Context: an optimization exercise on an open-source flow, tuned for small area, a short achievable clock period and few clock cycles per item. The choices shown serve that exercise and are no tape-out recipe.
In this exercise RTL edits were held to simulation tests only and were not proved equivalent to the original.
No activity file was given, so power comes from the tool's default toggle rates.

==> flow/design.v (excerpt) <==
module multiplier(
	input logic clk,
	input logic rst,
	input logic start_flag,
	input logic[15:0] a,
	input logic[15:0] b,
	output logic[31:0] result,
	output logic status
	);
Size in the first run: roughly 630 cells after synthesis, about 58 flip-flops, ~68 I/O pins, roughly 7100 sq um of cells after synthesis.
export LEC_CHECK = 0
export CAP_MARGIN = 20
export CORE_MARGIN = 2
export CORE_UTILIZATION = 70
export GPL_TIMING_DRIVEN = 1
export SETUP_SLACK_MARGIN = 0.3
export SLEW_MARGIN = 20
export SYNTH_HIERARCHICAL = 1
create_clock -name core_clock -period 4.0 [get_ports {clk}]
standard.sh (not shown) runs the stock make flow with config.mk's settings and CLKGATE_MAP_FILE= SYNTH_SCRIPT=/design/flow/synth_recipe.tcl, a recipe that flattens the netlist after the stock synthesis.
==> flow/flow/run.sh <==
#!/bin/bash
set -euo pipefail
cd "$(dirname "$0")/.."
export BUFFER_PORTS_ARGS="-buffer_cell sky130_fd_sc_hd__buf_1"
bash standard.sh > make.log 2>&1
The starting point went through all stages and came out clean.
Testbench counts at the start, summed over its fixed seeds: cycles 1,608, items 1,600.
Next try:
Settings changed: SETUP_SLACK_MARGIN 0.3 to 0.4.
Wire length rose by a few percent.
Worst setup slack is better by 0.084 ns.
Cell area rose by a few percent.
Combinational power rose by a few percent.
Flip-flop and latch count is unchanged.
Clock-buffer cell count is unchanged.


Another version of the RTL of multiplier (not shown whole).
For scale: roughly 650 cells after synthesis, roughly 62 flip-flops, about 68 I/O pins, about 7300 um^2 of cells after synthesis.
Settings: LEC_CHECK=0, CAP_MARGIN=20, CORE_MARGIN=2, CORE_UTILIZATION=40, GPL_TIMING_DRIVEN=0, SLEW_MARGIN=20, SYNTH_HIERARCHICAL=1; clock period 4.0 ns.
==> flow/flow/run.sh <==
#!/bin/bash
set -euo pipefail
cd "$(dirname "$0")/.."
export BUFFER_PORTS_ARGS="-buffer_cell sky130_fd_sc_hd__buf_2"
bash standard.sh > make.log 2>&1
Testbench counts at the start, summed over its fixed seeds: cycles 1,608, items 1,600.
Change:
- SETUP_SLACK_MARGIN: default -> 0.3
Result: Count of clock-buffer cells in the layout drops by 2; via count increases by about 1.3%; global-route usage goes up by 0.34 points; utilization goes up by 2.7 points; synthesized cell count stays the same; power grows by about 5%.


== P ==
multiplier with an RTL version that a note above also has.
For scale: ~58 flip-flops, roughly 0.0071 mm² of cells after synthesis.
## multiplier
module multiplier(
	input logic clk,
	input logic rst,
	input logic start_flag,
	input logic[15:0] a,
	input logic[15:0] b,
	output logic[31:0] result,
	output logic status
	);
==> flow/config.mk <==
export PLATFORM = sky130hd
export DESIGN_NAME = multiplier
export DESIGN_NICKNAME = multiplier
export VERILOG_FILES = /design/flow/design.v
export SDC_FILE = /design/flow/constraint.sdc
export NUM_CORES = 4
export LEC_CHECK = 0
export CAP_MARGIN = 20
export CORE_MARGIN = 2
export CORE_UTILIZATION = 70
export GPL_TIMING_DRIVEN = 1
export PLACE_DENSITY = 0.8
export SETUP_SLACK_MARGIN = 0.4
export SLEW_MARGIN = 20
export SYNTH_HIERARCHICAL = 1
==> flow/constraint.sdc <==
create_clock -name core_clock -period 4.0 [get_ports {clk}]
set_input_delay 0.8000 -clock core_clock [delete_from_list [all_inputs] [get_ports {clk}]]
set_output_delay 0.8000 -clock core_clock [all_outputs]
set_load 0.01 [all_outputs]
Scripts as last shown in full above: flow/flow/run.sh
Testbench counts of P, summed over its fixed seeds: cycles 1,608, items 1,600.
Here is what was changed in the inputs of Q compared with P.
Settings: PLACE_DENSITY removed (was 0.8); SETUP_SLACK_MARGIN changed from 0.4 to 0.3.
Findings:
- Per the comparison of Q with P, final cell area excluding filler cells went down, via count now sits higher, count of multi-input gates neither gained nor lost much.
- Looking at launching element of the worst setup path, the b[7] result is from P; the b[1] one comes from Q.
Edits applied to the flow inputs when going from Q to R:
Settings: CTS_CLUSTER_SIZE newly set to 30; CTS_BUF_LIST newly set to sky130_fd_sc_hd__clkbuf_4 sky130_fd_sc_hd__clkbuf_8.
Notes after the runs:
- Power dissipated in sequential cells essentially unchanged between R and Q.
- On length of routed wiring on met1, Q tracks R almost exactly.
- R: proportion of power drawn by combinational gates 0.2 points below Q
- Compared Q against R; wire length of the first global-routing pass within noise.
- Overall power across R and Q: no real change.
- Met2 wire length, R vs Q: up slightly
- Going from Q to R, the fraction of power consumed by the clock network was found to have gone up by 0.2 points.
Edits applied to the flow inputs when going from R to S:
Settings: removing CTS_CLUSTER_SIZE (formerly 30); changing SETUP_SLACK_MARGIN from 0.3 to 0.5; removing CTS_BUF_LIST (formerly sky130_fd_sc_hd__clkbuf_4 sky130_fd_sc_hd__clkbuf_8).
Compared with R, in S area after detailed placement shows an increase of 75 µm²; arrival time of the worst setup path shows a reduction of 140 ps; via count of the first global-routing pass shows an increase of 152; final standard cell area without fillers shows an increase of 4.3%.
b[13] as the start point of the critical path was reported by R, and b[7] by S.
Compared with R, total wire length after detailed routing in S increased by a few percent.
Going from R to S, net total in the final layout shows an increase of 1.4%; number of instances in the placed design held steady; H-tree depth reported by CTS shows no meaningful change; hold slack fell 3.5 ps; first-pass GRT wire length went up.


Starting RTL as in the previous note.
clock: 4.0 ns
lec_check: 0
cap_margin: 20
core_margin: 2
core_utilization: 70
gpl_timing_driven: 1
setup_slack_margin: 0.2
slew_margin: 20
synth_hierarchical: 1
Scripts as last shown in full above: flow/flow/run.sh
Testbench counts at the start, summed over its fixed seeds: cycles 1,608, items 1,600.
==> next run, changes <==
GPL_ROUTABILITY_DRIVEN = 0   (was default)
SETUP_SLACK_MARGIN = 0.4   (was 0.2)
Result: The changed run passed the timing, design-rule and antenna checks. Non-clock buffer count grows by 4. Design area grows by 1.7%. Via count stays flat. Clock-buffer cell count grows by 3. Core utilization grows by 1.4 points. Fmax grows by 6.8%. Synthesized cell count stays the same. First-iteration DRC count grows by 13%.
==> next run, changes <==
CORE_UTILIZATION = 80   (was 70)
GPL_ROUTABILITY_DRIVEN = default   (was 0)
SETUP_SLACK_MARGIN = 0.3   (was 0.4)
Effect:
- area after synthesis is unchanged
- routed wire length goes up by about 17%
- core utilization rises by 9.5 points
- combinational power rises by about 5%

[what the ideal ports hide]
How much do the figures lean on ideal ports? The routed layouts below were timed once more, with nothing changed but the port constraints.
Step 1 (the two cells are an assumption about what drives the block):
set clk [get_ports {clk}]
set_driving_cell -lib_cell sky130_fd_sc_hd__clkbuf_16 $clk
set_driving_cell -lib_cell sky130_fd_sc_hd__buf_2 [delete_from_list [all_inputs] $clk]
Step 2 also shifts input and output timing later by t, the mid clock arrival at the registers, as if the neighbouring blocks saw the same clock.
a / b / c = no drivers / after step 1 / after step 2; a / b = the first two.
run | shift t [ns] | slack for setup (ns) | worst setup path after step 2 | worst data-port slew with drivers (ns)
the first run of note 1 | 0.386 | 0.393 / 0.394 / 0.008 | input to register | 0.04
the second run of note 1 | 0.387 | 0.477 / 0.442 / 0.113 | input to register | 0.04
the first run of note 2 | 0.381 | 0.151 / 0.107 / -0.206 | input to register | 0.05
the second run of note 2 | 0.379 | 0.385 / 0.376 / 0.026 | input to register | 0.06
P | 0.394 | 0.513 / 0.477 / 0.137 | input to register | 0.03
Q | 0.398 | 0.451 / 0.429 / 0.067 | input to register | 0.04
R | 0.388 | 0.397 / 0.411 / 0.023 | input to register | 0.04
S | 0.395 | 0.548 / 0.521 / 0.167 | input to register | 0.04
the first run of note 4 | 0.392 | 0.253 / 0.267 / -0.125 | input to register | 0.04
the second run of note 4 | 0.381 | 0.491 / 0.456 / 0.126 | input to register | 0.04
the third run of note 4 | 0.385 | 0.371 / 0.338 / 0.028 | input to register | 0.05
With both steps, setup timing fails in the first run of note 2 and the first run of note 4, where it was met with ideal ports. For the first run of note 1, which loses most, drivers alone change the setup slack by +0.001 ns; drivers and shift together by -0.385 ns.
